Optimization exercise on an open flow, not production practice.
RTL: at most simulated, not proved equivalent.
Function not checked: runs 7 to 9.
Clock network not from TritonCTS: runs 3 to 9.
The clock port is an ideal driver here.
Power: default activity.

==> flow/design.v <==
`timescale 1ns / 1ps
module bridge(
input clk,arvalid,res_n,
input [1:0]arburst,
input [3:0]arlen,
input [4:0]araddr,
output arready,
output reg [15:0]rdata,
output rresp,rlast,
input rready,
output rvalid,
output reg [2:0]PADDR,
input [15:0]PRDATA,
output PWRITE,PENABLE,PSEL1,PSEL2,PSEL3,PSEL4,
input PREADY
    );
    reg        empty;        
    reg [1:0]  sel;
    reg [2:0]  addr;         
    reg        incr;
    reg [3:0]  cnt;          
    reg        setup;        
    reg        enable;       
    reg [3:0]  psel;
    reg        tlast;        
    reg        valid;
    reg        rlast_q;
    reg        skid;
    reg [15:0] sdata;
    reg        slast;
    wire done   = enable & PREADY;              
    wire accept = arvalid & empty;
    wire idle   = ~setup & ~enable;
    wire issue  = ~empty & ((idle & (~skid | rready)) |
                            (done & (~valid | (~skid & rready))));
    always @(posedge clk, negedge res_n)
      if (!res_n) begin
        empty  <= 1'b1;
        setup  <= 1'b0;
        enable <= 1'b0;
        psel   <= 4'd0;
        valid  <= 1'b0;
        skid   <= 1'b0;
      end else begin
        if (accept)
          empty <= 1'b0;
        else if (issue && cnt == 4'd0)
          empty <= 1'b1;
        setup  <= issue;
        enable <= setup | (enable & ~PREADY);
        if (issue)
          psel <= 4'd1 << sel;
        else if (done)
          psel <= 4'd0;
        valid <= skid | done | (valid & ~rready);
        skid  <= (skid | (done & valid)) & ~rready;
      end
    always @(posedge clk) begin
      if (accept) begin
        sel  <= araddr[4:3];
        addr <= araddr[2:0];
        incr <= (arburst == 2'b01);
        cnt  <= arlen;
      end else if (setup) begin
        if (incr)
          addr <= addr + 3'd1;
        cnt <= cnt - 4'd1;
      end
      if (~setup & ~(enable & ~PREADY)) begin
        PADDR <= addr;
        tlast <= (cnt == 4'd0);
      end
      if (~valid | rready) begin
        rdata   <= skid ? sdata : PRDATA;
        rlast_q <= skid ? slast : tlast;
      end
      if (~skid) begin
        sdata <= PRDATA;
        slast <= tlast;
      end
    end
    assign arready = empty;
    assign PSEL1 = psel[0];
    assign PSEL2 = psel[1];
    assign PSEL3 = psel[2];
    assign PSEL4 = psel[3];
    assign PENABLE = enable;
    assign PWRITE = 1'b0;
    assign rvalid = valid;
    assign rresp = valid;
    assign rlast = rlast_q;
endmodule
==> flow/flow/run.sh <==
#!/bin/bash
set -euo pipefail
export BUFFER_PORTS_ARGS="-buffer_cell sky130_fd_sc_hd__buf_1"
export CTS_ARGS="-sink_clustering_enable -repair_clock_nets -dont_use_dummy_load -buf_list sky130_fd_sc_hd__clkbuf_16 -root_buf sky130_fd_sc_hd__clkbuf_16 -sink_clustering_size 64 -sink_clustering_max_diameter 500"
bash standard.sh finish > flow_standard.log 2>&1
==> flow/standard.sh <==
#!/bin/bash
# synth_recipe.tcl (not shown) runs the flow's synth.tcl, then flattens the netlist and writes it again
# the make line also repeats each setting of config.mk as NAME=value (left out here)
make -C /OpenROAD-flow-scripts/flow DESIGN_CONFIG=/design/flow/config.mk WORK_HOME=/design/flow/orfs CLKGATE_MAP_FILE= SYNTH_SCRIPT=/design/flow/synth_recipe.tcl "${@:-finish}"
==> flow/config.mk <==
export PLATFORM = sky130hd
export DESIGN_NAME = bridge
export DESIGN_NICKNAME = bridge
export VERILOG_FILES = /design/flow/design.v
export SDC_FILE = /design/flow/constraint.sdc
export NUM_CORES = 4
export LEC_CHECK = 0
export CAP_MARGIN = 20
export CORE_MARGIN = 2
export CORE_UTILIZATION = 40
export PLACE_DENSITY = 0.6
export SLEW_MARGIN = 20
==> flow/constraint.sdc <==
create_clock -name core_clock -period 5.0 [get_ports {clk}]
set_input_delay 1.0000 -clock core_clock [delete_from_list [all_inputs] [get_ports {clk}]]
set_output_delay 1.0000 -clock core_clock [all_outputs]
set_load 0.01 [all_outputs]
==> impl_results.md, run 1 <==
- DR WL/cell: 13.1 µm
- Layout cell share with drive strength beyond 1: 0.133
- WHS: 459 ps
- Hold depth: 0
- Worst Setup Path Type: reg -> out
- Ant. Diodes: 0
- Share of power burned in registers: 0.477
- Leak: 1.00 nW
- Fin util: 0.512
- DP HPWL: 2670 µm
- Setup Buffers After CTS: 0
- Post-synthesis cell count: 140
- Vias/cell: 4.59
- Core Region: 0.00507 mm²
- Ys async rst share: 0.158
- Pin count of the biggest net entering global routing: 21
- Antenna-violating nets left: 0
- Max-slew headroom: 0.476
- Clock power frac: 0.294
- Launch point of the worst reg-to-reg path: skid
- Setup-failing EPs final: 0
- Seq/Total Area, Yosys: 0.715
- Chip width: 76.4 µm
- Setup Skew: 7.13 ps
- Crit path max-delay family: flip-flops
- Data required, critical path: 4000 ps
- Synthesized area: 0.00209 mm²
- Most used DFF post-synth: edfxtp_1
- Root Buffer: clkbuf_16
- Final worst path period need: 1990 ps
- Reg2Reg Depth: 3
- Post-CTS Resized: 0
- Worst min path class: reg -> reg
- CP peak stage delay: 530 ps
- PD cells: 619 mW/mm²
- Final Hold Vio Count: 0
- Worst slew pin tran: 787 ps
- RSZ-0062 raised after global routing: false
- Main area contributors after synthesis: edfxtp_1 (44%), dfxtp_1 (16%), dfrtp_1 (9.6%)
- Sinks on Clock Net: 57
- Crit-path cells: buf_1
- Hold_buf cts: 0
- Syn. warnings: 1
- Drt first pass iters: 4
- Reg2Reg Setup Slack: 3430 ps
- H-Tree Depth: 3
- Main combinational cell family by area after synthesis: multiplexers
- Setup tns final: 0 ps
- Combinational Power Share: 0.230
- Slowest-stage cell, CP: dfstp_2
- Reg2reg end: psel[0]
- Status: no timing/DRC/antenna violations
- Cell Rows: 26
- Crit Path Max Fanout: 3
- Post-synth EDFFs: 31
- Max VDD drop: 0.241 mV
- Layout area overhead: 24.1%
- Routed wl met3: 233 µm
- IO Count: 61
- Num CTS Buffers: 9
- Nature of the critical path startpoint: flop
- Syn Nets: 175
- Post-Route M1 WL: 1380 µm
- Port-buffer cells: 59
- Crit end category: primary output
- Worst hold start: addr[1]
- Int Pwr: 1.16 mW
- WL final: 3560 µm
- Simple-Gate Fraction of Synth Area: 0.0663
- WP data arrival: 990 ps
- Synth top cells by count: edfxtp_1 (31), dfxtp_1 (17), nand2_1 (11)
- Post-synth cell types: 33
- Switch share: 0.282
- WL met2: 1870 µm
- Period utilization: 0.398
- Highest Signal Layer: met4
- Die area: 0.00583 mm²
- Worst setup margin: 3010 ps
- Residual DRC: 0
- Starting Density: 0.413
- Post-Synth XOR/XNOR Area: 0.0125
- Initial antenna violation count: 0
- Place WS: 2820 ps
- F_max: 0.503 GHz
- Register bit total from synthesis: 57
- Worst path buffer plus inverter count: 1
- Worst skew pair latency: 310 ps
- Mux share of post-synthesis cell area: 0.116
- Iteration-0 DRC Markers: 35
- Most numerous cell in the Yosys netlist: edfxtp_1
- Hold EP: PADDR[1]
- Routability cong.: 0.692
- Final slew viol count: 0
- Via count: 1,253
- Grt total ovfl: 0
- Post-Syn Area per Cell: 15.0 µm²
- CTS tree: done
- Synth top area share: 0.444
- Clk buf depth: 2
- Max-cap violations: 0
- Adder-cell share of the synthesized area: 0.0179
- First-pass GRT wire length: 5900 µm
- Gr usage total: 0.134
- Register clock-pin slew on the reported worst setup and hold paths: 40 ps
- Vias in the first global route: 1,339
- Total net switching power: 0.454 mW
- Layout Nets: 240
- Largest area contributor in the netlist: edfxtp_1
- Synth Area in Compound Gates: 0.0424
- Die Height: 76.4 µm
## power by group through the flow
stage | registers (mW) | logic [mW] | clock network [mW]
after floorplan | 0.787 | 0.238 | 0
after global placement | 0.768 | 0.356 | 0
after detailed placement | 0.777 | 0.374 | 0
after CTS | 0.770 | 0.376 | 0.488
after global routing | 0.785 | 0.408 | 0.505
final | 0.767 | 0.370 | 0.473
## worst max path at each step
stage | depth (start not counted) | to | start | slack, ps
finish | 1 | arready | empty | 3010
global route | 1 | arready | empty | 2970
CTS | 1 | arready | empty | 2990
detailed placement | 3 | rdata[6] | rready | 2820
global placement | 3 | rdata[10] | rready | 2890
floorplan | 3 | addr[0] | arvalid | 3160
## flip-flops by register name, summed over array words and instances, names as in the netlist
| signal | count |
|---|---|
| skid | 1 |
| slast | 1 |
| tlast | 1 |
| cnt | 4 |
| psel | 4 |
| valid | 1 |
| PADDR | 3 |
| incr | 1 |
| rlast_q | 1 |
| setup | 1 |
| enable | 1 |
| rdata | 16 |
| empty | 1 |
| addr | 3 |
| sel | 2 |
| sdata | 16 |
## logic make-up after synthesis
| group | after synthesis |
|---|---|
| other cells | 1 |
| buf+inv | 13 |
| mux | 22 |
| flops | 57 |
| xor+xnor | 3 |
| compound gates | 12 |
| fa+ha+maj | 3 |
| simple gates | 29 |
## layout make-up
cell class / count / area [µm²]
fillers: 454 / 2470
repair buffers: 59 / 221
well taps: 70 / 87.6
inverters: 8 / 30.0
multi-input cells: 70 / 538
clock buffers: 9 / 225
flip-flops and latches: 57 / 1500
## layer usage
| layer | vias up | track usage |
|---|---|---|
| li1 | 613 | - |
| met1 | 591 | 0.137 |
| met2 | 43 | 0.222 |
| met3 | 6 | 0.0474 |
| met4 | 0 | 0.107 |
| met5 | - | 0 |
## through the flow
stage | std cells | power, mW | area [µm²]
6_report | 273 | 1.61 | 2600
5_1_grt | 273 | 1.70 | 2600
4_1_cts | 273 | 1.63 | 2600
3_5_place_dp | 264 | 1.15 | 2370
3_3_place_gp | 264 | 1.12 | 2370
2_1_floorplan | 140 | 1.02 | 2090
## cell usage in the layout (no fill, tap or decap), types with 2 or more instances in the layout
cell type / Yosys / routed
a21oi_1: 6 / 6
buf_1: 0 / 59
clkbuf_16: 0 / 9
dfrtp_1: 8 / 8
dfxtp_1: 17 / 17
edfxtp_1: 31 / 31
ha_1: 3 / 3
inv_1: 7 / 7
mux2_1: 8 / 8
mux2_2: 10 / 10
mux2i_1: 4 / 4
nand2_1: 11 / 11
nor2_1: 8 / 8
or2b_1: 2 / 2
xnor2_1: 3 / 3
Testbench counts, summed over its fixed seeds: cycles 7,350.
==> inputs of run 2 (changes only) <==
==> flow/flow/run.sh (replaced) <==
#!/bin/bash
set -euo pipefail
export BUFFER_PORTS_ARGS="-buffer_cell sky130_fd_sc_hd__buf_1"
export CTS_ARGS="-sink_clustering_enable -repair_clock_nets -dont_use_dummy_load -buf_list sky130_fd_sc_hd__clkbuf_8 -root_buf sky130_fd_sc_hd__clkbuf_8 -sink_clustering_size 64 -sink_clustering_max_diameter 500"
bash standard.sh finish > flow_standard.log 2>&1
==> impl_results.md, run 2 <==
- Synthesized area: 0.00209 mm² (unchanged)
- Post-Syn Area per Cell: 15.0 µm² (unchanged)
- Worst slew pin tran: 801 ps (+13.9 ps)
- CTS tree: done
- Main area contributors after synthesis: edfxtp_1 (44%), dfxtp_1 (16%), dfrtp_1 (9.6%)
- Leading cell type in the layout, fill and taps excluded: buf_1
- Most frequent cells in the layout: buf_1 (59), edfxtp_1 (31), dfxtp_1 (17), nand2_1 (11), mux2_2 (10)
- Port-buffer cells: 59 (unchanged)
- Ant. Diodes: 0 (unchanged)
- Grt total ovfl: 0 (unchanged)
- Slowest-stage cell, CP: dfstp_2
- Launch point of the worst reg-to-reg path: skid
- Final slew viol count: 0 (unchanged)
- Post-synth cell types: 33 (unchanged)
- Vias in the first global route: 1,334 (-0.37%)
- H-Tree Depth: 3 (unchanged)
- Layout Nets: 240 (unchanged)
- Synth top area share: 0.444 (unchanged)
- Crit-path cells: buf_1
- Most used DFF post-synth: edfxtp_1
- Hold EP: PADDR[1]
- Hold depth: 0 (unchanged)
- Antenna-violating nets left: 0 (unchanged)
- WP data arrival: 1000 ps (about the same)
- WHS: 461 ps (+1.70 ps)
- Pin count of the biggest net entering global routing: 21 (unchanged)
- Synth top cells by count: edfxtp_1 (31), dfxtp_1 (17), nand2_1 (11)
- Combinational Power Share: 0.257 (+0.027)
- Largest area contributor in the netlist: edfxtp_1
- Starting Density: 0.413 (unchanged)
- WL final: 3560 µm (-0.11%)
- Clock power frac: 0.209 (-0.085)
- Die Height: 76.4 µm (unchanged)
- IO Count: 61 (unchanged)
- Switch share: 0.302 (+0.0201)
- Residual DRC: 0 (unchanged)
- Core Region: 0.00507 mm² (unchanged)
- Status: no timing/DRC/antenna violations
- DR WL/cell: 13.0 µm (-0.11%)
- Most numerous cell in the Yosys netlist: edfxtp_1
- Setup Skew: 12.1 ps (+4.98 ps)
- Final Hold Vio Count: 0 (unchanged)
- Share of power burned in registers: 0.534 (+0.057)
- Crit end category: primary output
- Total net switching power: 0.434 mW (-4.5%)
- Nature of the critical path startpoint: flop
- Vias/cell: 4.59 (about the same)
- Layout cell share with drive strength beyond 1: 0.133 (unchanged)
- Initial antenna violation count: 0 (unchanged)
- Post-synthesis cell count: 140 (unchanged)
- Top flop regs: rdata x16, sdata x16
- First-pass GRT wire length: 5850 µm (-0.81%)
- Chip width: 76.4 µm (unchanged)
- Register clock-pin slew on the reported worst setup and hold paths: 50 ps (about the same)
- Fill count: 469 (+3.3%)
- Syn Nets: 175 (unchanged)
- Root Buffer: clkbuf_8
- Routability cong.: 0.692 (unchanged)
- Int Pwr: 1.00 mW (-13%)
- Worst hold start: addr[1]
- Post-CTS Resized: 0 (unchanged)
- Drt first pass iters: 4 (unchanged)
- Via count: 1,254 (+0.080%)
- Worst skew pair latency: 310 ps (about the same)
- Worst min path class: reg -> reg
- Leak: 0.956 nW (-4.6%)
- Ys async rst share: 0.158 (unchanged)
- Crit Path Max Fanout: 3 (unchanged)
- Clk buf depth: 2 (unchanged)
- Layout area overhead: 19.3%
- Worst Setup Path Type: reg -> out
- Max VDD drop: 0.204 mV (-15%)
- Gr usage total: 0.133 (-0.00125)
- Seq/Total Area, Yosys: 0.715 (unchanged)
- Reg2reg end: psel[0]
- Setup Buffers After CTS: 0 (unchanged)
- RSZ-0062 raised after global routing: false
- Cell Rows: 26 (unchanged)
- F_max: 0.500 GHz (-0.51%)
- PD cells: 575 mW/mm² (-7.2%)
- Die area: 0.00583 mm² (unchanged)
- Worst path buffer plus inverter count: 1 (unchanged)
- Reg2Reg Setup Slack: 3420 ps (about the same)
- Data required, critical path: 4000 ps (about the same)
- Iteration-0 DRC Markers: 27 (-23%)
- Max-slew headroom: 0.466 (-0.00929)
- DP HPWL: 2670 µm (unchanged)
- Reg2Reg Depth: 3 (unchanged)
- Post-synth EDFFs: 31 (unchanged)
- Hold_buf cts: 0 (unchanged)
- Sinks on Clock Net: 57 (unchanged)
- Num CTS Buffers: 9 (unchanged)
- Crit path max-delay family: flip-flops
- CP peak stage delay: 540 ps (about the same)
- Setup tns final: 0 ps (unchanged)
- Period utilization: 0.400 (+0.00205)
- Register bit total from synthesis: 57 (unchanged)
- Max-cap violations: 0 (unchanged)
- Syn. warnings: 1 (unchanged)
- Final worst path period need: 2000 ps (+10.2 ps)
- Setup-failing EPs final: 0 (unchanged)
run 2: cell counts after synthesis:
No cell type changed its count.
run 2: cell families (layout without fill, tap and decap cells):
logic type | after synthesis | in the layout | share of synthesized area
AO/OA/AOI/OAI | 12 | 12 | 0.0424
flip-flops | 57 | 57 | 0.715
buffers and inverters | 13 | 76 | 0.0281
other | 1 | 1 | 0.00179
multiplexers | 22 | 22 | 0.116
adder cells (fa/ha/maj) | 3 | 3 | 0.0179
XOR/XNOR | 3 | 3 | 0.0125
AND/OR/NAND/NOR | 29 | 29 | 0.0663
run 2: how the worst max path moves through the flow:
stage / startpoint / to / cells past startpoint
after floorplan: arvalid / addr[0] / 3
after global placement: rready / rdata[10] / 3
after detailed placement: rready / rdata[6] / 3
after CTS: empty / arready / 1
after global routing: empty / arready / 1
final: empty / arready / 1
run 2: cell type report:
class / instances / area (µm²) / share of cell area
repair buffers: 59 / 221 / 0.0886
multi-input cells: 70 / 538 / 0.215
inverters: 8 / 30.0 / 0.0120
clock buffers: 9 / 124 / 0.0496
well taps: 70 / 87.6 / 0.0351
flip-flops and latches: 57 / 1500 / 0.599
run 2: power groups by stage:
| stage | sequential, mW | combinational (mW) | clock (mW) |
|---|---|---|---|
| floorplan | 0.787 | 0.238 | 0 |
| global placement | 0.768 | 0.356 | 0 |
| detailed placement | 0.777 | 0.374 | 0 |
| CTS | 0.769 | 0.376 | 0.314 |
| global route | 0.784 | 0.408 | 0.330 |
| finish | 0.766 | 0.369 | 0.301 |
run 2: routing by layer:
metal,wire length [µm],track usage,part of all wire
met1,1390,0.135,0.39
met2,1840,0.220,0.52
met3,235,0.0509,0.066
met4,99,0.102,0.028
met5,0,0,0
run 2: metrics by stage:
step	total power, mW	area (µm²)	utilization	setup slack (ps)	cells
final	1.44	2500	0.492	3000	273
after floorplan	1.02	2090	-	3160	140
after global routing	1.52	2500	0.492	2950	273
after global placement	1.12	2370	0.468	2890	264
after detailed placement	1.15	2370	0.468	2820	264
after CTS	1.46	2500	0.492	2970	273
==> inputs of run 3 (changes only) <==
==> flow/flow/run.sh (replaced) <==
#!/bin/bash
set -euo pipefail
export BUFFER_PORTS_ARGS="-buffer_cell sky130_fd_sc_hd__buf_1"
export PRE_CTS_TCL="$PWD/flow/manclk.tcl"
bash standard.sh finish > flow_standard.log 2>&1
==> flow/flow/manclk.tcl (new file) <==
# Clock distribution in place of the CTS H-tree: the clock port drives
# nbuf clock buffers, each driving the register clock pins of one vertical
# slice of the core, placed at that slice's centroid.
proc man_clock {bufmaster nbuf} {
  set db [ord::get_db]
  set block [ord::get_db_block]
  set clknet [$block findNet clk]
  set master [$db findMaster $bufmaster]
  set sinks {}
  foreach it [$clknet getITerms] {
    set loc [[$it getInst] getLocation]
    lappend sinks [list [lindex $loc 0] [lindex $loc 1] $it]
  }
  set sinks [lsort -integer -index 0 $sinks]
  set n [llength $sinks]
  for {set b 0} {$b < $nbuf} {incr b} {
    set lo [expr {$b * $n / $nbuf}]
    set hi [expr {($b + 1) * $n / $nbuf - 1}]
    set inst [odb::dbInst_create $block $master clkbuf_root_$b]
    set net [odb::dbNet_create $block clknet_root_$b]
    $net setSigType CLOCK
    set sx 0; set sy 0; set k 0
    foreach s [lrange $sinks $lo $hi] {
      set it [lindex $s 2]
      set sx [expr {$sx + [lindex $s 0]}]; set sy [expr {$sy + [lindex $s 1]}]; incr k
      $it disconnect
      $it connect $net
    }
    [$inst findITerm A] connect $clknet
    [$inst findITerm X] connect $net
    $inst setLocation [expr {$sx / $k}] [expr {$sy / $k}]
    $inst setPlacementStatus PLACED
    puts "man_clock: $k sinks on clknet_root_$b"
  }
}

# Sourced by ORFS's cts.tcl just before its clock_tree_synthesis call:
# replace that call with the distribution above.
rename clock_tree_synthesis orfs_clock_tree_synthesis
proc clock_tree_synthesis {args} {
  man_clock sky130_fd_sc_hd__clkbuf_8 4
}
==> impl_results.md, run 3 <==
- F_max: 0.501 GHz (+0.27%)
- Main area contributors after synthesis: edfxtp_1 (44%), dfxtp_1 (16%), dfrtp_1 (9.6%)
- Via count: 1,218 (-2.9%)
- Starting Density: 0.413 (unchanged)
- Syn. warnings: 1 (unchanged)
- Most frequent cells in the layout: buf_1 (59), edfxtp_1 (31), dfxtp_1 (17), nand2_1 (11), mux2_2 (10)
- DR WL/cell: 12.8 µm (-2.1%)
- Leak: 0.920 nW (-3.8%)
- Syn Nets: 175 (unchanged)
- IO Count: 61 (unchanged)
- Worst slew pin tran: 804 ps (+3.02 ps)
- Final worst path period need: 1990 ps (-5.30 ps)
- Drt first pass iters: 3 (-1)
- Vias/cell: 4.54 (-1.1%)
- DP HPWL: 2670 µm (unchanged)
- Layout Nets: 235 (-2.1%)
- Post-CTS Resized: 0 (unchanged)
- Gr usage total: 0.114 (-0.0184)
- Placed cell areas: 0.00237 mm² (unchanged)
- Final slew viol count: 0 (unchanged)
- Port-buffer cells: 59 (unchanged)
- Post-synthesis cell count: 140 (unchanged)
- RSZ-0062 raised after global routing: false
- WP data arrival: 1770 ps (+770 ps)
- Register bit total from synthesis: 57 (unchanged)
- Post-synth cell types: 33 (unchanged)
- Ys async rst share: 0.158 (unchanged)
- Die Height: 76.4 µm (unchanged)
- Cell area after layout: 0.00243 mm² (-2.8%)
- Data required, critical path: 4780 ps (+780 ps)
- Setup-failing EPs final: 0 (unchanged)
- Core Region: 0.00507 mm² (unchanged)
- Worst min path class: reg -> reg
- Top flop regs: rdata x16, sdata x16
- Worst skew pair latency: 150 ps (-160 ps)
- WL final: 3420 µm (-3.9%)
- Worst Setup Path Type: in -> reg
- Fill count: 470 (+0.21%)
- Max-slew headroom: 0.464 (-0.00201)
- Seq/Total Area, Yosys: 0.715 (unchanged)
- Status: no timing/DRC/antenna violations
- Slowest-stage cell, CP: nand2_1
- Grt total ovfl: 0 (unchanged)
- Setup Skew: 11.6 ps (-0.487 ps)
- Iteration-0 DRC Markers: 17 (-37%)
- Max-cap violations: 0 (unchanged)
- Layout cell share with drive strength beyond 1: 0.111 (-0.0219)
- Vias in the first global route: 1,318 (-1.2%)
- Residual DRC: 0 (unchanged)
- Nature of the critical path startpoint: primary input
- Layout area overhead: 16.0%
- Largest area contributor in the netlist: edfxtp_1
- Register clock-pin slew on the reported worst setup and hold paths: 80 ps (+30 ps)
- Chip width: 76.4 µm (unchanged)
- Crit path max-delay family: simple AND/OR/NAND/NOR gates
- Most used DFF post-synth: edfxtp_1
- Worst path buffer plus inverter count: 2 (+1)
- Antenna-violating nets left: 0 (unchanged)
- Pin count of the biggest net entering global routing: 21 (unchanged)
- Leading cell type in the layout, fill and taps excluded: buf_1
- Crit end category: flop
- Most numerous cell in the Yosys netlist: edfxtp_1
- Hold_buf cts: 0 (unchanged)
- PD cells: 540 mW/mm² (-5.9%)
- CP peak stage delay: 540 ps (about the same)
- Period utilization: 0.399 (-0.00106)
- Cell Rows: 26 (unchanged)
- Crit-path cells: buf_1, inv_1, nand2_1
- Die area: 0.00583 mm² (unchanged)
- Final Hold Vio Count: 0 (unchanged)
- Initial antenna violation count: 0 (unchanged)
- First-pass GRT wire length: 5690 µm (-2.8%)
- Setup tns final: 0 ps (unchanged)
- Synthesized area: 0.00209 mm² (unchanged)
- Setup Buffers After CTS: 0 (unchanged)
- Synth top area share: 0.444 (unchanged)
- Post-Syn Area per Cell: 15.0 µm² (unchanged)
- Post-synth EDFFs: 31 (unchanged)
- Max VDD drop: 0.248 mV (+22%)
- Synth top cells by count: edfxtp_1 (31), dfxtp_1 (17), nand2_1 (11)
- Ant. Diodes: 0 (unchanged)
- Routability cong.: 0.692 (unchanged)
- Crit Path Max Fanout: 18 (+15)
## run 3: cell counts after synthesis
No cell type changed its count.
## run 3: cells by family after synthesis
logic type / Yosys count / synth area share
compound gates: 12 / 0.0424
xor+xnor: 3 / 0.0125
fa+ha+maj: 3 / 0.0179
buf+inv: 13 / 0.0281
flops: 57 / 0.715
mux: 22 / 0.116
other cells: 1 / 0.00179
simple gates: 29 / 0.0663
## run 3: report_power, final
group          switching (mW)  internal [mW]
clock                   0.106         0.0736
combinational           0.211          0.158
sequential             0.0825          0.683
## run 3: per-layer routing
layer  GRT usage  vias to the layer above  routed length (µm)
li1            -                      598                   -
met5           0                        -                   0
met3      0.0225                        5                 224
met1       0.121                      576                1300
met2       0.233                       39                1830
met4      0.0200                        0                  63
## run 3: final timing paths
path,startpoint,endpoint,slack (ps),cells past startpoint
min in group asynchronous,res_n,setup,790,1
max in group asynchronous,res_n,empty,3850,1
worst max register to register,skid,psel[0],3400,3
worst min-delay path,sdata[10],sdata[10],470,1
worst max-delay path,rready,rdata[4],3010,3
worst min register to register,sdata[10],sdata[10],470,1
## run 3: cell type report
class / count / area (µm²) / share of cell area
Buffer: 4 / 55.1 / 0.0227
Inverter: 8 / 30.0 / 0.0124
Multi-Input combinational cell: 70 / 538 / 0.221
Sequential cell: 57 / 1500 / 0.616
Tap cell: 70 / 87.6 / 0.0360
Timing Repair Buffer: 59 / 221 / 0.0911
## run 3: per-stage QoR
stage | utilization | power, mW | cells | hold slack (ps) | setup slack, ps
floorplan | - | 1.02 | 140 | 431 | 3160
global placement | 0.468 | 1.12 | 264 | 442 | 2890
detailed placement | 0.468 | 1.15 | 264 | 449 | 2820
CTS | 0.479 | 1.30 | 268 | 449 | 2820
global route | 0.479 | 1.39 | 268 | 489 | 2910
finish | 0.479 | 1.31 | 268 | 469 | 3010
==> inputs of run 4 (changes only) <==
--- a/flow/config.mk
+++ b/flow/config.mk
@@ -11,2 +11,3 @@
 export PLACE_DENSITY = 0.6
+export SETUP_SLACK_MARGIN = 3.3
 export SLEW_MARGIN = 20
==> impl_results.md, run 4 <==
- Setup Skew: 5.80 ps (-5.83 ps)
- Main area contributors after synthesis: edfxtp_1 (44%), dfxtp_1 (16%), dfrtp_1 (9.6%)
- Post-Synth XOR/XNOR Area: 0.0125 (unchanged)
- Largest area contributor in the netlist: edfxtp_1
- Switch share: 0.299 (-0.00465)
- Crit path max-delay family: flip-flops
- Clock power frac: 0.128 (-0.008)
- Tot Pwr: 1.40 mW (+6.9%)
- Main combinational cell family by area after synthesis: multiplexers
- Total net switching power: 0.420 mW (+5.2%)
- DR WL/cell: 12.9 µm (+0.88%)
- RSZ-0062 raised after global routing: true
- Nature of the critical path startpoint: flop
- Final Hold Vio Count: 0 (unchanged)
- Post-synth cell types: 33 (unchanged)
- Mux share of post-synthesis cell area: 0.116 (unchanged)
- Cell Rows: 26 (unchanged)
- Vias/cell: 4.62 (+1.6%)
- Vias in the first global route: 1,329 (+0.83%)
- WL final: 3550 µm (+3.9%)
- First-pass GRT wire length: 5960 µm (+4.9%)
- Final worst path period need: 1850 ps (-149 ps)
- Via count: 1,275 (+4.7%)
- Worst slew pin tran: 849 ps (+45.4 ps)
- Layout cell share with drive strength beyond 1: 0.282 (+0.170)
- Drt first pass iters: 2 (-1)
- Reg2Reg Setup Slack: 3410 ps (about the same)
- Final slew viol count: 0 (unchanged)
- Register bit total from synthesis: 57 (unchanged)
- Share of power burned in registers: 0.551 (-0.032)
- Place WS: 3040 ps (+215 ps)
- Synth Area in Compound Gates: 0.0424 (unchanged)
- Ys async rst share: 0.158 (unchanged)
- Crit Path Max Fanout: 3 (-15)
- Most numerous cell in the Yosys netlist: edfxtp_1
- CP peak stage delay: 590 ps (+50 ps)
- Data required, critical path: 4000 ps (-780 ps)
- Worst setup margin: 3150 ps (+149 ps)
- Setup tns final: 0 ps (unchanged)
- Register clock-pin slew on the reported worst setup and hold paths: 90 ps (about the same)
- Iteration-0 DRC Markers: 22 (+5)
- Grt total ovfl: 0 (unchanged)
- Max-slew headroom: 0.434 (-0.0303)
- Leak: 1.04 nW (+13%)
- Starting Density: 0.413 (unchanged)
- Layout Nets: 243 (+3.4%)
- Crit end category: primary output
- Initial antenna violation count: 0 (unchanged)
- Seq/Total Area, Yosys: 0.715 (unchanged)
- F_max: 0.542 GHz (+8.1%)
- IO Count: 61 (unchanged)
- Worst Setup Path Type: reg -> out
- Adder-cell share of the synthesized area: 0.0179 (unchanged)
- Max-cap violations: 0 (unchanged)
- Most frequent cells in the layout: buf_1 (44), edfxtp_1 (31), dfxtp_1 (17), mux2_2 (9), clkbuf_2 (9)
- Pin count of the biggest net entering global routing: 21 (unchanged)
- Fill count: 467 (-0.64%)
- Layout area overhead: 25.7%
- Combinational Power Share: 0.321 (+0.040)
- Post-Syn Area per Cell: 15.0 µm² (unchanged)
- Period utilization: 0.369 (-0.0298)
- Antenna-violating nets left: 0 (unchanged)
- Worst path buffer plus inverter count: 1 (-1)
- Setup-failing EPs final: 0 (unchanged)
- Syn Nets: 175 (unchanged)
- Slowest-stage cell, CP: dfstp_2
- Gr usage total: 0.121 (+0.00605)
- Top flop regs: rdata x16, sdata x16
- Hold_buf cts: 0 (unchanged)
- Synth top area share: 0.444 (unchanged)
- Ant. Diodes: 0 (unchanged)
- Core Region: 0.00507 mm² (unchanged)
- Syn. warnings: 1 (unchanged)
- Routability cong.: 0.732 (+5.9%)
- Status: no timing/DRC/antenna violations
- Die area: 0.00583 mm² (unchanged)
- Crit-path cells: buf_6
- DP HPWL: 2660 µm (-0.55%)
- Most used DFF post-synth: edfxtp_1
- DP Cell Count: 264 (unchanged)
- Post-synth EDFFs: 31 (unchanged)
- WP data arrival: 850 ps (-920 ps)
- Worst skew pair latency: 150 ps (about the same)
- Final std cells w/o fill: 276 (+3.0%)
- Post-synthesis cell count: 140 (unchanged)
- Chip width: 76.4 µm (unchanged)
- Die Height: 76.4 µm (unchanged)
- Worst min path class: reg -> reg
- Port-buffer cells: 59 (unchanged)
- Leading cell type in the layout, fill and taps excluded: buf_1
- Synth top cells by count: edfxtp_1 (31), dfxtp_1 (17), nand2_1 (11)
- Simple-Gate Fraction of Synth Area: 0.0663 (unchanged)
- Int Pwr: 0.984 mW (+7.6%)
- Max VDD drop: 0.274 mV (+11%)
- Synthesized area: 0.00209 mm² (unchanged)
- PD cells: 533 mW/mm² (-1.4%)
- Residual DRC: 0 (unchanged)
-- run 4: final timing paths --
| path | startpoint | to | cells after the start |
|---|---|---|---|
| setup reg to reg | skid | rdata[3] | 1 |
| setup / recovery | empty | arready | 1 |
| hold reg to reg | sdata[11] | sdata[11] | 1 |
| hold / removal | sdata[11] | sdata[11] | 1 |
| max in group asynchronous | res_n | valid | 1 |
| min in group asynchronous | res_n | skid | 1 |
-- run 4: cells by family (layout without fill, tap and decap cells) --
| logic type | Yosys count | after routing |
|---|---|---|
| DFF | 57 | 57 |
| AOI/OAI and AO/OA | 12 | 12 |
| and+or+nand+nor | 29 | 29 |
| adders and majority gates | 3 | 3 |
| xor gates and xnor gates | 3 | 3 |
| other | 1 | 1 |
| muxes | 22 | 22 |
| buffers and inverters | 13 | 79 |
-- run 4: per-layer routing --
metal | vias to the layer above | GRT usage | wire length (µm)
met5 | - | 0 | 0
met4 | 0 | 0.0164 | 46
met3 | 4 | 0.0213 | 217
met2 | 42 | 0.245 | 1950
met1 | 613 | 0.131 | 1340
li1 | 616 | - | -
-- run 4: stage by stage --
stage	area, µm²	util	hold WS [ps]
after floorplan	2120	-	431
after CTS	2580	0.509	456
after global placement	2390	0.472	442
after global routing	2630	0.519	492
final	2630	0.519	469
after detailed placement	2390	0.472	456
-- run 4: power groups by stage --
stage | sequential [mW] | clock [mW] | combinational (mW)
6_report | 0.774 | 0.179 | 0.450
5_1_grt | 0.796 | 0.205 | 0.494
4_1_cts | 0.790 | 0.141 | 0.423
3_5_place_dp | 0.782 | 0 | 0.376
3_3_place_gp | 0.773 | 0 | 0.364
2_1_floorplan | 0.791 | 0 | 0.248
-- run 4: layout make-up --
cell class | instances | area, µm² | area share
Inverter | 8 | 32.5 | 0.0124
Multi-Input combinational cell | 70 | 599 | 0.228
Timing Repair Buffer | 67 | 358 | 0.136
Tap cell | 70 | 87.6 | 0.0333
Buffer | 4 | 55.1 | 0.0209
Sequential cell | 57 | 1500 | 0.570
-- run 4: what timing repair did --
item,CTS,global route
pin swaps,4,1
buffers inserted,6,2
endpoints found under the setup margin,45,17
cloned,0,0
resized for setup,23,20
==> inputs of run 5 (changes only) <==
--- a/flow/config.mk
+++ b/flow/config.mk
@@ -11,3 +11,3 @@
 export PLACE_DENSITY = 0.6
-export SETUP_SLACK_MARGIN = 3.3
+export SETUP_SLACK_MARGIN = 3.2
 export SLEW_MARGIN = 20
==> impl_results.md, run 5 <==
- Status: no timing/DRC/antenna violations
- Die Height: 76.4 µm (unchanged)
- F_max: 0.556 GHz (+2.6%)
- Post-synth EDFFs: 31 (unchanged)
- Fin util: 0.505 (-0.0136)
- Seq/Total Area, Yosys: 0.715 (unchanged)
- First-pass GRT wire length: 5870 µm (-1.6%)
- Data required, critical path: 4000 ps (about the same)
- Layout area overhead: 22.4%
- Launch point of the worst reg-to-reg path: skid
- Vias in the first global route: 1,344 (+1.1%)
- Max-slew headroom: 0.419 (-0.0152)
- Crit-path cells: buf_6
- Register bit total from synthesis: 57 (unchanged)
- Via count: 1,266 (-0.71%)
- Largest area contributor in the netlist: edfxtp_1
- Fill count: 457 (-2.1%)
- Crit Path Max Fanout: 2 (-1)
- Die area: 0.00583 mm² (unchanged)
- Routability cong.: 0.724 (-1.1%)
- Reg2reg end: rdata[15]
- Final slew viol count: 0 (unchanged)
- Worst slew pin tran: 872 ps (+22.8 ps)
- Worst setup margin: 3200 ps (+46.7 ps)
- Final Hold Vio Count: 0 (unchanged)
- Worst min path class: reg -> reg
- DR WL/cell: 12.8 µm (-0.37%)
- Most used DFF post-synth: edfxtp_1
- DP HPWL: 2600 µm (-2.2%)
- Leading cell type in the layout, fill and taps excluded: buf_1
- Most frequent cells in the layout: buf_1 (56), edfxtp_1 (31), dfxtp_1 (17), mux2_2 (10)
- RSZ-0062 raised after global routing: true
- Vias/cell: 4.60 (-0.34%)
- Leak: 0.986 nW (-5.0%)
- Final worst path period need: 1800 ps (-46.7 ps)
- Crit path max-delay family: flip-flops
- Hold depth: 1 (unchanged)
- Top flop regs: rdata x16, sdata x16
- Core Region: 0.00507 mm² (unchanged)
- Worst path buffer plus inverter count: 1 (unchanged)
- Setup-failing EPs final: 0 (unchanged)
- Ant. Diodes: 0 (unchanged)
- Antenna-violating nets left: 0 (unchanged)
- Drt first pass iters: 4 (+2)
- CP peak stage delay: 550 ps (-40 ps)
- Post-synthesis cell count: 140 (unchanged)
- Hold EP: sdata[7]
- Worst hold start: sdata[7]
- Most numerous cell in the Yosys netlist: edfxtp_1
- Place WS: 2900 ps (-136 ps)
- Iteration-0 DRC Markers: 34 (+55%)
- Max-cap violations: 0 (unchanged)
- Port-buffer cells: 59 (unchanged)
- Pin count of the biggest net entering global routing: 21 (unchanged)
- Max VDD drop: 0.282 mV (+3.1%)
- Period utilization: 0.360 (-0.00935)
- WL final: 3530 µm (-0.73%)
- Residual DRC: 0 (unchanged)
- Synth top area share: 0.444 (unchanged)
- Register clock-pin slew on the reported worst setup and hold paths: 90 ps (about the same)
- Slowest-stage cell, CP: dfstp_2
- Post-Syn Area per Cell: 15.0 µm² (unchanged)
- Chip width: 76.4 µm (unchanged)
- Setup Skew: 9.24 ps (+3.44 ps)
- Nature of the critical path startpoint: flop
- Gr usage total: 0.117 (-0.00364)
- Layout cell share with drive strength beyond 1: 0.190 (-0.0913)
- Worst Setup Path Type: reg -> out
- Worst skew pair latency: 150 ps (about the same)
- Post-synth cell types: 33 (unchanged)
- Crit end category: primary output
- Grt total ovfl: 0 (unchanged)
- Starting Density: 0.413 (unchanged)
- Cell area after layout: 0.00256 mm² (-2.6%)
- Layout Nets: 242 (-0.41%)
- Ys async rst share: 0.158 (unchanged)
- Main area contributors after synthesis: edfxtp_1 (44%), dfxtp_1 (16%), dfrtp_1 (9.6%)
- Placed cell areas: 0.00238 mm² (-0.73%)
- Setup tns final: 0 ps (unchanged)
- IO Count: 61 (unchanged)
- Reg2Reg Setup Slack: 3410 ps (about the same)
- PD cells: 539 mW/mm² (+1.1%)
- WHS: 468 ps (-1.71 ps)
- Syn. warnings: 1 (unchanged)
- Syn Nets: 175 (unchanged)
- WP data arrival: 800 ps (-50 ps)
- Synth top cells by count: edfxtp_1 (31), dfxtp_1 (17), nand2_1 (11)
- Cell Rows: 26 (unchanged)
- Initial antenna violation count: 0 (unchanged)
- Synthesized area: 0.00209 mm² (unchanged)
- Reg2Reg Depth: 1 (unchanged)
==> run 5: cell counts after synthesis <==
No cell type changed its count.
==> run 5: metrics by stage <==
stage,power [mW],instances
2_1_floorplan,1.03,140
3_3_place_gp,1.12,264
3_5_place_dp,1.15,264
4_1_cts,1.32,270
5_1_grt,1.46,275
6_report,1.38,275
==> run 5: worst max-delay path by stage <==
stage                    to  depth (start not counted)  slack, ps     from
finish              arready                          1       3200    empty
global route        arready                          1       3190    empty
CTS                 addr[1]                          3       3100  arvalid
detailed placement  addr[1]                          3       2900  arvalid
global placement    addr[1]                          3       2950  arvalid
floorplan           addr[1]                          2       3260  arvalid
==> run 5: per-layer routing <==
metal / up-vias / part of all wire / GRT usage
li1: 611 / - / -
met1: 600 / 0.38 / 0.125
met2: 46 / 0.52 / 0.233
met3: 9 / 0.062 / 0.0201
met4: 0 / 0.029 / 0.0327
met5: - / 0 / 0
==> run 5: power breakdown <==
group | leakage (nW) | internal (mW) | switching, mW
Clock | 0.0288 | 0.0737 | 0.111
Combinational | 0.400 | 0.200 | 0.234
Sequential | 0.558 | 0.683 | 0.0805
Total | 0.986 | 0.956 | 0.426
==> run 5: timing repair <==
| item | 4_1_cts | 5_1_grt |
|---|---|---|
| setup endpoints to repair | 45 | 4 |
| hold buffers | 0 | 0 |
| cloned | 0 | 0 |
| buffers inserted | 2 | 5 |
| gates resized for setup | 17 | 5 |
| pin swaps | 4 | 0 |
==> run 5: logic make-up (layout without fill, tap and decap cells) <==
family                     after synthesis  count (layout)  synth area share
adders and majority gates                3               3            0.0179
buffers and inverters                   13              78            0.0281
muxes                                   22              22             0.116
xor gates and xnor gates                 3               3            0.0125
DFF                                     57              57             0.715
AOI/OAI and AO/OA                       12              12            0.0424
other                                    1               1           0.00179
and+or+nand+nor                         29              29            0.0663
==> run 5: cell type report <==
| class | instances | area (µm²) | area share |
|---|---|---|---|
| buffer | 4 | 55.1 | 0.0215 |
| inverter | 8 | 32.5 | 0.0127 |
| multi-input combinational | 70 | 588 | 0.229 |
| sequential | 57 | 1500 | 0.585 |
| tap | 70 | 87.6 | 0.0342 |
| timing repair buffer | 66 | 300 | 0.117 |
==> inputs of run 6 (changes only) <==
--- a/flow/config.mk
+++ b/flow/config.mk
@@ -11,3 +11,3 @@
 export PLACE_DENSITY = 0.6
-export SETUP_SLACK_MARGIN = 3.2
+export SETUP_SLACK_MARGIN = 3.1
 export SLEW_MARGIN = 20
==> impl_results.md, run 6 <==
- DR WL/cell: 12.8 µm (-0.13%)
- Reg2Reg Depth: 3 (+2)
- Status: no timing/DRC/antenna violations
- Chip width: 76.4 µm (unchanged)
- Most used DFF post-synth: edfxtp_1
- Vias in the first global route: 1,320 (-1.8%)
- Drt first pass iters: 4 (unchanged)
- Post-synth cell types: 33 (unchanged)
- Residual DRC: 0 (unchanged)
- Highest Signal Layer: met4
- WP data arrival: 830 ps (+30 ps)
- WL met2: 1850 µm (+0.22%)
- Max VDD drop: 0.256 mV (-9.5%)
- Pin count of the biggest net entering global routing: 21 (unchanged)
- Worst setup margin: 3170 ps (-35.8 ps)
- Nature of the critical path startpoint: flop
- Die Height: 76.4 µm (unchanged)
- Layout area overhead: 18.5%
- Ant. Diodes: 0 (unchanged)
- Crit-path cells: buf_1
- Worst min path class: reg -> reg
- Grt total ovfl: 0 (unchanged)
- Core Region: 0.00507 mm² (unchanged)
- Initial antenna violation count: 0 (unchanged)
- Fill count: 465 (+1.8%)
- Syn Nets: 175 (unchanged)
- Hold depth: 1 (unchanged)
- Worst path buffer plus inverter count: 1 (unchanged)
- Post-synth EDFFs: 31 (unchanged)
- Final Hold Vio Count: 0 (unchanged)
- Routed wl met3: 224 µm (+1.8%)
- Cell area after layout: 0.00248 mm² (-3.2%)
- Antenna-violating nets left: 0 (unchanged)
- Hold_buf cts: 0 (unchanged)
- Setup-failing EPs final: 0 (unchanged)
- PD cells: 541 mW/mm² (+0.40%)
- Vias/cell: 4.56 (-0.85%)
- Final worst path period need: 1830 ps (+35.8 ps)
- Main area contributors after synthesis: edfxtp_1 (44%), dfxtp_1 (16%), dfrtp_1 (9.6%)
- Leading cell type in the layout, fill and taps excluded: buf_1
- Crit Path Max Fanout: 6 (+4)
- Setup Skew: 8.10 ps (-1.15 ps)
- IO Count: 61 (unchanged)
- F_max: 0.545 GHz (-1.9%)
- Data required, critical path: 4000 ps (about the same)
- Syn. warnings: 1 (unchanged)
- DP HPWL: 2670 µm (+2.8%)
- Gr usage total: 0.116 (-0.00113)
- Post-Route M1 WL: 1330 µm (-1.7%)
- Ys async rst share: 0.158 (unchanged)
- Synth top area share: 0.444 (unchanged)
- Via count: 1,237 (-2.3%)
- Register clock-pin slew on the reported worst setup and hold paths: 90 ps (about the same)
- Layout cell share with drive strength beyond 1: 0.159 (-0.0310)
- Iteration-0 DRC Markers: 15 (-56%)
- Synth top cells by count: edfxtp_1 (31), dfxtp_1 (17), nand2_1 (11)
- Crit path max-delay family: flip-flops
- Crit end category: primary output
- Placed cell areas: 0.00237 mm² (-0.11%)
- Worst slew pin tran: 793 ps (-79.1 ps)
- Final slew viol count: 0 (unchanged)
- Synthesized area: 0.00209 mm² (unchanged)
- Port-buffer cells: 59 (unchanged)
- Cell depth of the worst setup path: 1 (unchanged)
- Leak: 0.955 nW (-3.2%)
- CP peak stage delay: 490 ps (-60 ps)
- Die area: 0.00583 mm² (unchanged)
- Setup tns final: 0 ps (unchanged)
- Period utilization: 0.367 (+0.00715)
- Seq/Total Area, Yosys: 0.715 (unchanged)
- RSZ-0062 raised after global routing: false
- WL final: 3470 µm (-1.6%)
- Starting Density: 0.413 (unchanged)
- Top flop regs: rdata x16, sdata x16
- Cell Rows: 26 (unchanged)
- Slowest-stage cell, CP: dfrtp_1
- Post-synthesis cell count: 140 (unchanged)
- Max-slew headroom: 0.472 (+0.0527)
- Max-cap violations: 0 (unchanged)
- Post-Syn Area per Cell: 15.0 µm² (unchanged)
- Largest area contributor in the netlist: edfxtp_1
- Worst skew pair latency: 150 ps (about the same)
- Worst Setup Path Type: reg -> out
- Layout Nets: 238 (-1.7%)
- Most numerous cell in the Yosys netlist: edfxtp_1
- Place WS: 2820 ps (-79.6 ps)
- Routability cong.: 0.692 (-4.4%)
- Register bit total from synthesis: 57 (unchanged)
- First-pass GRT wire length: 5760 µm (-1.8%)
- Most frequent cells in the layout: buf_1 (56), edfxtp_1 (31), dfxtp_1 (17), mux2_2 (10)
-- run 6: final cells by class --
type	instances	area, µm²	share of cell area
buffer	4	55.1	0.0222
timing repair buffer	62	248	0.0998
multi-input combinational	70	563	0.227
inverter	8	30.0	0.0121
tap	70	87.6	0.0353
sequential	57	1500	0.604
-- run 6: cell families (layout without fill, tap and decap cells) --
kind of cell             Yosys count  count (layout)  synth area share
XOR/XNOR                           3               3            0.0125
buffers and inverters             13              74            0.0281
adder cells (fa/ha/maj)            3               3            0.0179
flip-flops                        57              57             0.715
other                              1               1           0.00179
AND/OR/NAND/NOR                   29              29            0.0663
multiplexers                      22              22             0.116
AO/OA/AOI/OAI                     12              12            0.0424
-- run 6: per-layer routing --
layer	vias to the layer above	GRT usage
met2	41	0.235
li1	605	-
met1	586	0.125
met4	0	0.0182
met5	-	0
met3	5	0.0213
-- run 6: report_power, final --
| part | total [mW] | switching (mW) | internal [mW] |
|---|---|---|---|
| Clock | 0.178 | 0.104 | 0.0735 |
| Combinational | 0.398 | 0.220 | 0.178 |
| Sequential | 0.768 | 0.0856 | 0.682 |
-- run 6: through the flow --
step | power (mW) | utilization | hold WS (ps) | instances
finish | 1.34 | 0.489 | 469 | 271
global route | 1.42 | 0.489 | 489 | 271
CTS | 1.32 | 0.487 | 449 | 270
detailed placement | 1.15 | 0.468 | 449 | 264
global placement | 1.12 | 0.468 | 442 | 264
floorplan | 1.02 | - | 431 | 140
-- run 6: path summary, 6_finish.rpt --
path,startpoint,slack [ps],end
max,enable,3170,PENABLE
min,sdata[10],470,sdata[10]
max reg2reg,skid,3450,psel[0]
min reg2reg,sdata[10],470,sdata[10]
max in group asynchronous,res_n,3850,empty
min in group asynchronous,res_n,790,enable
-- run 6: what timing repair did --
| action | 4_1_cts | 5_1_grt |
|---|---|---|
| setup buffers | 2 | 1 |
| resized for setup | 9 | 1 |
| endpoints found under the setup margin | 37 | 1 |
| gates cloned | 0 | 0 |
| endpoints found under the hold margin | 0 | 0 |
| pin swaps | 3 | 0 |
==> inputs of run 7 (changes only) <==
--- a/flow/design.v
+++ b/flow/design.v
@@ -58,3 +58,3 @@
     always @(posedge clk) begin
-      if (accept) begin
+      if (empty) begin
         sel  <= araddr[4:3];
==> impl_results.md, run 7 <==
- Final worst path period need: 1920 ps (+83.7 ps)
- WHS: 479 ps (+9.63 ps)
- Drt first pass iters: 3 (-1)
- Max-cap violations: 0 (unchanged)
- Fill count: 470 (+1.1%)
- Crit-path cells: buf_6
- Via count: 1,250 (+1.1%)
- Most used DFF post-synth: edfxtp_1
- Setup Skew: 3.10 ps (-4.99 ps)
- Cell Rows: 26 (unchanged)
- Largest area contributor in the netlist: edfxtp_1
- Worst slew pin tran: 888 ps (+95.4 ps)
- Hold EP: sdata[6]
- Crit path max-delay family: flip-flops
- Layout area overhead: 21.6%
- Highest Signal Layer: met4
- Register bit total from synthesis: 57 (unchanged)
- Reg2Reg Depth: 4 (+1)
- Final std cells w/o fill: 276 (+1.8%)
- Leading cell type in the layout, fill and taps excluded: buf_1
- DP HPWL: 2580 µm (-3.3%)
- Syn. warnings: 1 (unchanged)
- Post-synthesis cell count: 137 (-2.1%)
- Crit Path Max Fanout: 6 (unchanged)
- DP Cell Count: 261 (-1.1%)
- Synth top area share: 0.448 (+0.00375)
- Grt total ovfl: 0 (unchanged)
- Most numerous cell in the Yosys netlist: edfxtp_1
- Status: no timing/DRC/antenna violations
- Max-slew headroom: 0.408 (-0.0636)
- Die area: 0.00579 mm² (-0.78%)
- Worst path buffer plus inverter count: 1 (unchanged)
- WL final: 3670 µm (+5.6%)
- Worst min path class: reg -> reg
- Synthesized area: 0.00208 mm² (-0.84%)
- First-pass GRT wire length: 5840 µm (+1.3%)
- Iteration-0 DRC Markers: 14 (-1)
- RSZ-0062 raised after global routing: true
- Reg2Reg Setup Slack: 3270 ps (-180 ps)
- Post-Syn Area per Cell: 15.2 µm² (+1.3%)
- Worst hold start: sdata[6]
- Max VDD drop: 0.318 mV (+25%)
- Main area contributors after synthesis: edfxtp_1 (45%), dfxtp_1 (16%), mux2_2 (10%)
- Period utilization: 0.384 (+0.0167)
- Ys async rst share: 0.158 (unchanged)
- Vias/cell: 4.53 (-0.78%)
- IO Count: 61 (unchanged)
- Slowest-stage cell, CP: dfstp_4
- Post-synth EDFFs: 31 (unchanged)
- Gr usage total: 0.118 (+0.00199)
- Die Height: 76.1 µm (-0.39%)
- Register clock-pin slew on the reported worst setup and hold paths: 90 ps (about the same)
- Hold depth: 1 (unchanged)
- Initial antenna violation count: 0 (unchanged)
- F_max: 0.521 GHz (-4.4%)
- Data required, critical path: 4000 ps (about the same)
- Leak: 0.968 nW (+1.3%)
- Syn Nets: 172 (-1.7%)
- Layout Nets: 243 (+2.1%)
- Hold_buf cts: 0 (unchanged)
- Pin count of the biggest net entering global routing: 23 (+9.5%)
- Starting Density: 0.409 (-0.00345)
- Core Region: 0.00507 mm² (unchanged)
- Post-synth cell types: 30 (-9.1%)
- Synth top cells by count: edfxtp_1 (31), mux2_2 (19), dfxtp_1 (17)
- Launch point of the worst reg-to-reg path: skid
- Routed wl met3: 210 µm (-6.3%)
- Top flop regs: rdata x16, sdata x16
- Routability cong.: 0.760 (+10%)
- Nature of the critical path startpoint: flop
- Final Hold Vio Count: 0 (unchanged)
- Residual DRC: 0 (unchanged)
- Layout cell share with drive strength beyond 1: 0.223 (+0.0641)
- Fin util: 0.498 (+0.00888)
- Setup-failing EPs final: 0 (unchanged)
- Setup tns final: 0 ps (unchanged)
- Most frequent cells in the layout: buf_1 (57), edfxtp_1 (31), mux2_2 (19), dfxtp_1 (17), nand2_1 (13)
- Chip width: 76.1 µm (-0.39%)
- Crit end category: primary output
- Worst skew pair latency: 150 ps (about the same)
- CP peak stage delay: 660 ps (+170 ps)
- WL met2: 1890 µm (+2.3%)
- Post-Route M1 WL: 1520 µm (+14%)
- DR WL/cell: 13.3 µm (+3.7%)
- PD cells: 551 mW/mm² (+1.7%)
- WP data arrival: 920 ps (+90 ps)
- Ant. Diodes: 0 (unchanged)
- Antenna-violating nets left: 0 (unchanged)
- Final slew viol count: 0 (unchanged)
- Port-buffer cells: 59 (unchanged)
- Vias in the first global route: 1,308 (-0.91%)
- Seq/Total Area, Yosys: 0.721 (+0.00603)
- Reg2reg end: psel[3]
- Worst Setup Path Type: reg -> out
run 7: routing by layer:
metal  vias to the layer above  GRT usage
li1                        615          -
met1                       591      0.136
met2                        40      0.236
met3                         4     0.0166
met4                         0     0.0145
met5                         -          0
run 7: metrics by stage:
step	total power, mW	area, µm²	setup WS (ps)
2_1_floorplan	1.04	2080	3170
3_3_place_gp	1.14	2360	2880
3_5_place_dp	1.17	2360	2820
4_1_cts	1.34	2470	3090
5_1_grt	1.48	2530	3050
6_report	1.39	2530	3080
run 7: what timing repair did:
action / in CTS / in global routing
resized for setup: 10 / 4
endpoints found under the setup margin: 24 / 2
setup buffers: 4 / 7
pin swaps: 2 / 0
run 7: worst max-delay path by stage:
stage | from | end | slack (ps) | depth (start not counted)
final | empty | arready | 3080 | 1
after global routing | empty | arready | 3050 | 1
after CTS | PREADY | PADDR[1] | 3090 | 4
after detailed placement | rready | rdata[6] | 2820 | 3
after global placement | rready | rdata[6] | 2880 | 3
after floorplan | rready | rdata[0] | 3170 | 2
run 7: area by class of cell:
class                           instances  area [µm²]  area share
Sequential cell                        57        1500       0.595
Timing Repair Buffer                   70         314       0.124
Tap cell                               70        87.6      0.0347
Multi-Input combinational cell         68         538       0.213
Buffer                                  4        55.1      0.0218
Inverter                                7        28.8      0.0114
run 7: logic make-up (layout without fill, tap and decap cells):
kind of cell             count (synthesis)  count (layout)  share of synthesized area
XOR/XNOR                                 3               3                     0.0127
buffers and inverters                   12              81                     0.0265
AO/OA/AOI/OAI                           13              13                     0.0410
multiplexers                            23              23                      0.122
adder cells (fa/ha/maj)                  3               3                     0.0181
AND/OR/NAND/NOR                         25              25                     0.0566
other                                    1               1                    0.00181
flip-flops                              57              57                      0.721
run 7: power by group:
group | switching, mW | total [mW] | internal, mW
logic | 0.222 | 0.420 | 0.198
clock network | 0.108 | 0.182 | 0.0737
registers | 0.0930 | 0.789 | 0.696
total | 0.424 | 1.39 | 0.967
==> inputs of run 8 (changes only) <==
--- a/flow/config.mk
+++ b/flow/config.mk
@@ -11,3 +11,3 @@
 export PLACE_DENSITY = 0.6
-export SETUP_SLACK_MARGIN = 3.1
+export SETUP_SLACK_MARGIN = 3.0
 export SLEW_MARGIN = 20
==> impl_results.md, run 8 <==
- Status: no timing/DRC/antenna violations
- Post-synth EDFFs: 31 (unchanged)
- Crit path max-delay family: flip-flops
- Setup-failing EPs final: 0 (unchanged)
- Core Region: 0.00507 mm² (unchanged)
- Max VDD drop: 0.321 mV (+0.84%)
- Nature of the critical path startpoint: flop
- Final Hold Vio Count: 0 (unchanged)
- Layout Nets: 240 (-1.2%)
- Hold_buf cts: 0 (unchanged)
- WP data arrival: 960 ps (+40 ps)
- Die Height: 76.1 µm (unchanged)
- Drt first pass iters: 4 (+1)
- Register clock-pin slew on the reported worst setup and hold paths: 90 ps (about the same)
- Final std cells w/o fill: 273 (-1.1%)
- Register bit total from synthesis: 57 (unchanged)
- Worst slew pin tran: 854 ps (-34.3 ps)
- Most used DFF post-synth: edfxtp_1
- Post-Synth XOR/XNOR Area: 0.0127 (unchanged)
- Simple-Gate Fraction of Synth Area: 0.0566 (unchanged)
- Main area contributors after synthesis: edfxtp_1 (45%), dfxtp_1 (16%), mux2_2 (10%)
- Most frequent cells in the layout: buf_1 (59), edfxtp_1 (31), mux2_2 (19), dfxtp_1 (17), nand2_1 (14)
- Post-synth cell types: 30 (unchanged)
- Leading cell type in the layout, fill and taps excluded: buf_1
- Crit-path cells: buf_1
- Final worst path period need: 1960 ps (+39.4 ps)
- Launch point of the worst reg-to-reg path: skid
- WHS: 479 ps (+0.257 ps)
- Final slew viol count: 0 (unchanged)
- GR Util met3: 0.0166 (unchanged)
- Initial antenna violation count: 0 (unchanged)
- Worst hold start: sdata[9]
- Max-cap violations: 0 (unchanged)
- Largest area contributor in the netlist: edfxtp_1
- Chip width: 76.1 µm (unchanged)
- Ys async rst share: 0.158 (unchanged)
- Residual DRC: 0 (unchanged)
- Reg2reg end: psel[3]
- Top flop regs: rdata x16, sdata x16
- Vias in the first global route: 1,281 (-2.1%)
- Slowest-stage cell, CP: dfstp_4
- Gr usage total: 0.113 (-0.00435)
- Die area: 0.00579 mm² (unchanged)
- Crit Path Max Fanout: 6 (unchanged)
- DP Cell Count: 261 (unchanged)
- Adder-cell share of the synthesized area: 0.0181 (unchanged)
- Placed cell areas: 0.00236 mm² (unchanged)
- Main combinational cell family by area after synthesis: multiplexers
- Met2 GRT Util: 0.223 (-0.0125)
- Max-slew headroom: 0.431 (+0.0229)
- F_max: 0.511 GHz (-2.0%)
- Cell Rows: 26 (unchanged)
- Antenna-violating nets left: 0 (unchanged)
- Starting Density: 0.409 (unchanged)
- Period utilization: 0.392 (+0.00789)
- Layout cell share with drive strength beyond 1: 0.182 (-0.0410)
- Grt total ovfl: 0 (unchanged)
- Seq/Total Area, Yosys: 0.721 (unchanged)
- IO Count: 61 (unchanged)
- Crit end category: primary output
- Routability cong.: 0.760 (unchanged)
- Setup tns final: 0 ps (unchanged)
- Ant. Diodes: 0 (unchanged)
- Via count: 1,234 (-1.3%)
- Synth top area share: 0.448 (unchanged)
- Reg2Reg Depth: 4 (unchanged)
- Worst path buffer plus inverter count: 1 (unchanged)
- Cell area after layout: 0.00248 mm² (-2.0%)
- DR WL/cell: 13.1 µm (-1.7%)
- Fill count: 471 (+0.21%)
- Worst min path class: reg -> reg
- Vias/cell: 4.52 (-0.20%)
- CP peak stage delay: 660 ps (about the same)
- Synthesized area: 0.00208 mm² (unchanged)
- WL final: 3570 µm (-2.8%)
- Hold depth: 1 (unchanged)
- GR Util met1: 0.133 (-0.00234)
- Syn Nets: 172 (unchanged)
- Iteration-0 DRC Markers: 20 (+6)
- Pin count of the biggest net entering global routing: 23 (unchanged)
- Reg2Reg Setup Slack: 3290 ps (+20 ps)
- GR peak layer: met2
- Layout area overhead: 19.2%
- Data required, critical path: 4000 ps (about the same)
- Setup Skew: 4.05 ps (+0.945 ps)
- Mux share of post-synthesis cell area: 0.122 (unchanged)
- Leak: 0.941 nW (-2.8%)
- RSZ-0062 raised after global routing: false
- Post-Syn Area per Cell: 15.2 µm² (unchanged)
- Synth top cells by count: edfxtp_1 (31), mux2_2 (19), dfxtp_1 (17)
- DP HPWL: 2580 µm (unchanged)
- Syn. warnings: 1 (unchanged)
- Worst Setup Path Type: reg -> out
- Most numerous cell in the Yosys netlist: edfxtp_1
- Post-synthesis cell count: 137 (unchanged)
- PD cells: 551 mW/mm² (+0.12%)
- Port-buffer cells: 59 (unchanged)
- Synth Area in Compound Gates: 0.0410 (unchanged)
- Hold EP: sdata[9]
- Worst skew pair latency: 150 ps (about the same)
- First-pass GRT wire length: 5670 µm (-2.8%)
[run 8: cell count changes in the layout (fill, tap and decap cells not counted), sizes merged]
| cell | previous run | this run |
|---|---|---|
| buf | 70 | 67 |
[run 8: cell type report]
| class | instances | area (µm²) | area share |
|---|---|---|---|
| Inverter | 7 | 26.3 | 0.0106 |
| Tap cell | 70 | 87.6 | 0.0354 |
| Sequential cell | 57 | 1500 | 0.606 |
| Timing Repair Buffer | 67 | 279 | 0.113 |
| Buffer | 4 | 55.1 | 0.0222 |
| Multi-Input combinational cell | 68 | 527 | 0.213 |
[run 8: power by group]
group	internal (mW)	switching (mW)
clock	0.0737	0.109
combinational	0.182	0.215
sequential	0.695	0.0901
total	0.951	0.414
[run 8: kinds of logic (layout without fill, tap and decap cells)]
| logic type | count (synthesis) | in the layout |
|---|---|---|
| xor gates and xnor gates | 3 | 3 |
| and+or+nand+nor | 25 | 25 |
| adders and majority gates | 3 | 3 |
| AOI/OAI and AO/OA | 13 | 13 |
| other | 1 | 1 |
| DFF | 57 | 57 |
| buffers and inverters | 12 | 78 |
| muxes | 23 | 23 |
[run 8: worst register-to-register path, cell delays in order (launching register included)]
cell and delay [ps]:
dfrtp_1 900, o21ai_1 190, a21oi_2 180, buf_4 160, mux2i_1 200
[run 8: how the worst max path moves through the flow]
stage | from | to | slack [ps] | cells after the start
2_1_floorplan | rready | rdata[0] | 3170 | 2
3_3_place_gp | rready | rdata[6] | 2880 | 3
3_5_place_dp | rready | rdata[6] | 2820 | 3
4_1_cts | rready | psel[3] | 3020 | 6
5_1_grt | empty | arready | 3010 | 1
6_report | empty | arready | 3040 | 1
[run 8: timing repair]
action | in CTS | in global routing
endpoints found under the hold margin | 0 | 0
pin swaps | 1 | 0
buffers inserted | 1 | 7
resized for setup | 2 | 1
endpoints found under the setup margin | 22 | 1
[run 8: metrics by stage]
| step | total power, mW | util | worst slack, ps |
|---|---|---|---|
| 4_1_cts | 1.32 | 0.477 | 3020 |
| 5_1_grt | 1.45 | 0.488 | 3010 |
| 6_report | 1.36 | 0.488 | 3040 |
| 2_1_floorplan | 1.04 | - | 3170 |
| 3_3_place_gp | 1.14 | 0.464 | 2880 |
| 3_5_place_dp | 1.17 | 0.464 | 2820 |
[run 8: layer usage]
metal	vias up	wire, µm
li1	608	-
met1	580	1490
met2	42	1820
met3	4	212
met4	0	41
met5	-	0
==> inputs of run 9 (changes only) <==
--- a/flow/design.v
+++ b/flow/design.v
@@ -16,3 +16,3 @@
     );
-    reg        empty;        
+    reg        full;         
     reg [1:0]  sel;
@@ -31,5 +31,6 @@
     wire done   = enable & PREADY;              
+    wire empty  = ~full;
     wire accept = arvalid & empty;
     wire idle   = ~setup & ~enable;
-    wire issue  = ~empty & ((idle & (~skid | rready)) |
+    wire issue  = full & ((idle & (~skid | rready)) |
                             (done & (~valid | (~skid & rready))));
@@ -37,3 +38,3 @@
       if (!res_n) begin
-        empty  <= 1'b1;
+        full   <= 1'b0;
         setup  <= 1'b0;
@@ -45,5 +46,5 @@
         if (accept)
-          empty <= 1'b0;
+          full <= 1'b1;
         else if (issue && cnt == 4'd0)
-          empty <= 1'b1;
+          full <= 1'b0;
         setup  <= issue;
--- a/flow/config.mk
+++ b/flow/config.mk
@@ -11,3 +11,3 @@
 export PLACE_DENSITY = 0.6
-export SETUP_SLACK_MARGIN = 3.0
+export SETUP_SLACK_MARGIN = 3.2
 export SLEW_MARGIN = 20
==> impl_results.md, run 9 <==
- Status: no timing/DRC/antenna violations
- Worst min path class: reg -> reg
- Port-buffer cells: 59 (unchanged)
- Reg2Reg Depth: 3 (-1)
- PD cells: 544 mW/mm² (-1.2%)
- Syn. warnings: 1 (unchanged)
- Synthesized area: 0.00209 mm² (+0.54%)
- Antenna-violating nets left: 0 (unchanged)
- Slowest-stage cell, CP: dfrtp_2
- IO Count: 61 (unchanged)
- Initial antenna violation count: 0 (unchanged)
- Worst skew pair latency: 150 ps (about the same)
- Seq/Total Area, Yosys: 0.717 (-0.00449)
- Final worst path period need: 1840 ps (-113 ps)
- DR WL/cell: 12.5 µm (-4.1%)
- Hold depth: 0 (-1)
- Setup Skew: 4.65 ps (+0.600 ps)
- Crit end category: primary output
- Main area contributors after synthesis: edfxtp_1 (45%), dfxtp_1 (16%), dfrtp_1 (11%)
- Worst Setup Path Type: reg -> out
- Core Region: 0.00507 mm² (unchanged)
- Post-synth EDFFs: 31 (unchanged)
- Crit-path cells: clkinvlp_4, clkbuf_2
- Max-slew headroom: 0.661 (+0.230)
- Final Hold Vio Count: 0 (unchanged)
- Setup tns final: 0 ps (unchanged)
- Post-synth cell types: 26 (-13%)
- Hold EP: PADDR[1]
- Grt total ovfl: 0 (unchanged)
- Die area: 0.00581 mm² (+0.51%)
- Leak: 0.958 nW (+1.8%)
- Tot Pwr: 1.38 mW (+1.4%)
- Multi-input gate area: 546 µm² (+3.6%)
- CP peak stage delay: 450 ps (-210 ps)
- Nature of the critical path startpoint: flop
- Layout area overhead: 21.7%
- Largest area contributor in the netlist: edfxtp_1
- Syn Nets: 170 (-1.2%)
- Via count: 1,236 (+0.16%)
- Register Area: 0.00150 mm² (unchanged)
- WL final: 3420 µm (-4.1%)
- Hold_buf cts: 0 (unchanged)
- Chip width: 76.3 µm (+0.26%)
- First-pass GRT wire length: 5780 µm (+1.8%)
- Post-Syn Area per Cell: 15.5 µm² (+2.0%)
- Register bit total from synthesis: 57 (unchanged)
- Crit Path Max Fanout: 6 (unchanged)
- Residual DRC: 0 (unchanged)
- Die Height: 76.3 µm (+0.26%)
- Register clock-pin slew on the reported worst setup and hold paths: 90 ps (about the same)
- Most numerous cell in the Yosys netlist: edfxtp_1
- Layout Nets: 240 (unchanged)
- Cell Rows: 26 (unchanged)
- Most frequent cells in the layout: buf_1 (56), edfxtp_1 (31), mux2_2 (19), dfxtp_1 (17), nand2_1 (11)
- Iteration-0 DRC Markers: 34 (+70%)
- Top flop regs: rdata x16, sdata x16
- Launch point of the worst reg-to-reg path: skid
- WP data arrival: 840 ps (-120 ps)
- F_max: 0.542 GHz (+6.1%)
- Pin count of the biggest net entering global routing: 22 (-4.3%)
- Most used DFF post-synth: edfxtp_1
- Starting Density: 0.411 (+0.00222)
- DP HPWL: 2480 µm (-4.0%)
- Synth top area share: 0.446 (-0.00242)
- Worst hold start: addr[1]
- Reg2reg end: psel[0]
- Ant. Diodes: 0 (unchanged)
- Data required, critical path: 4000 ps (about the same)
- Max VDD drop: 0.246 mV (-23%)
- Post-synthesis cell count: 135 (-1.5%)
- Final slew viol count: 0 (unchanged)
-- run 9: worst max path at each step --
stage            from       to  slack (ps)  depth (start not counted)
2_1_floorplan  rready  psel[0]        3210                          4
3_3_place_gp     full  arready        3000                          2
3_5_place_dp     full  arready        2970                          2
4_1_cts        rready  psel[3]        3090                          5
5_1_grt          full  arready        3120                          2
6_report         full  arready        3160                          2
-- run 9: report_power, final --
| group | switching [mW] | total (mW) | internal (mW) |
|---|---|---|---|
| clock network | 0.107 | 0.181 | 0.0736 |
| logic | 0.224 | 0.423 | 0.199 |
| registers | 0.0870 | 0.779 | 0.692 |
| total | 0.419 | 1.38 | 0.965 |
-- run 9: timing repair --
action / 4_1_cts / 5_1_grt
pin swaps: 2 / 1
endpoints found under the setup margin: 29 / 9
setup buffers: 1 / 9
resized for setup: 14 / 4
gates cloned: 0 / 0
-- run 9: routing by layer --
| metal | vias to the layer above | part of all wire | track usage |
|---|---|---|---|
| li1 | 603 | - | - |
| met2 | 40 | 0.50 | 0.204 |
| met1 | 588 | 0.43 | 0.157 |
| met5 | - | 0 | 0 |
| met4 | 0 | 0.0099 | 0.0109 |
| met3 | 5 | 0.060 | 0.0178 |
-- run 9: kinds of logic (layout without fill, tap and decap cells) --
| logic type | Yosys count | in the layout | synth area share |
|---|---|---|---|
| simple gates | 24 | 24 | 0.0527 |
| mux | 23 | 23 | 0.122 |
| other cells | 1 | 1 | 0.00180 |
| xor+xnor | 3 | 3 | 0.0126 |
| buf+inv | 13 | 81 | 0.0324 |
| fa+ha+maj | 3 | 3 | 0.0180 |
| compound gates | 11 | 11 | 0.0443 |
| flops | 57 | 57 | 0.717 |
-- run 9: cell type report --
type,instances,share of cell area
plain buffers,4,0.0217
repair buffers,69,0.122
flip-flops and latches,57,0.591
multi-input cells,65,0.215
inverters,8,0.0162
well taps,70,0.0345
-- run 9: stage by stage --
step | hold slack [ps] | instances | area, µm² | setup WS [ps] | utilization
floorplan | 431 | 135 | 2090 | 3210 | -
CTS | 452 | 264 | 2470 | 3090 | 0.486
global route | 494 | 273 | 2540 | 3120 | 0.501
finish | 468 | 273 | 2540 | 3160 | 0.501
detailed placement | 452 | 259 | 2360 | 2970 | 0.465
global placement | 441 | 259 | 2360 | 3000 | 0.465
-- run 9: worst max-delay path: cells and delay by family, from the launching register on --
| family | cells | cell delay, ps |
|---|---|---|
| DFF | 1 | 450 |
| buffers and inverters | 2 | 250 |
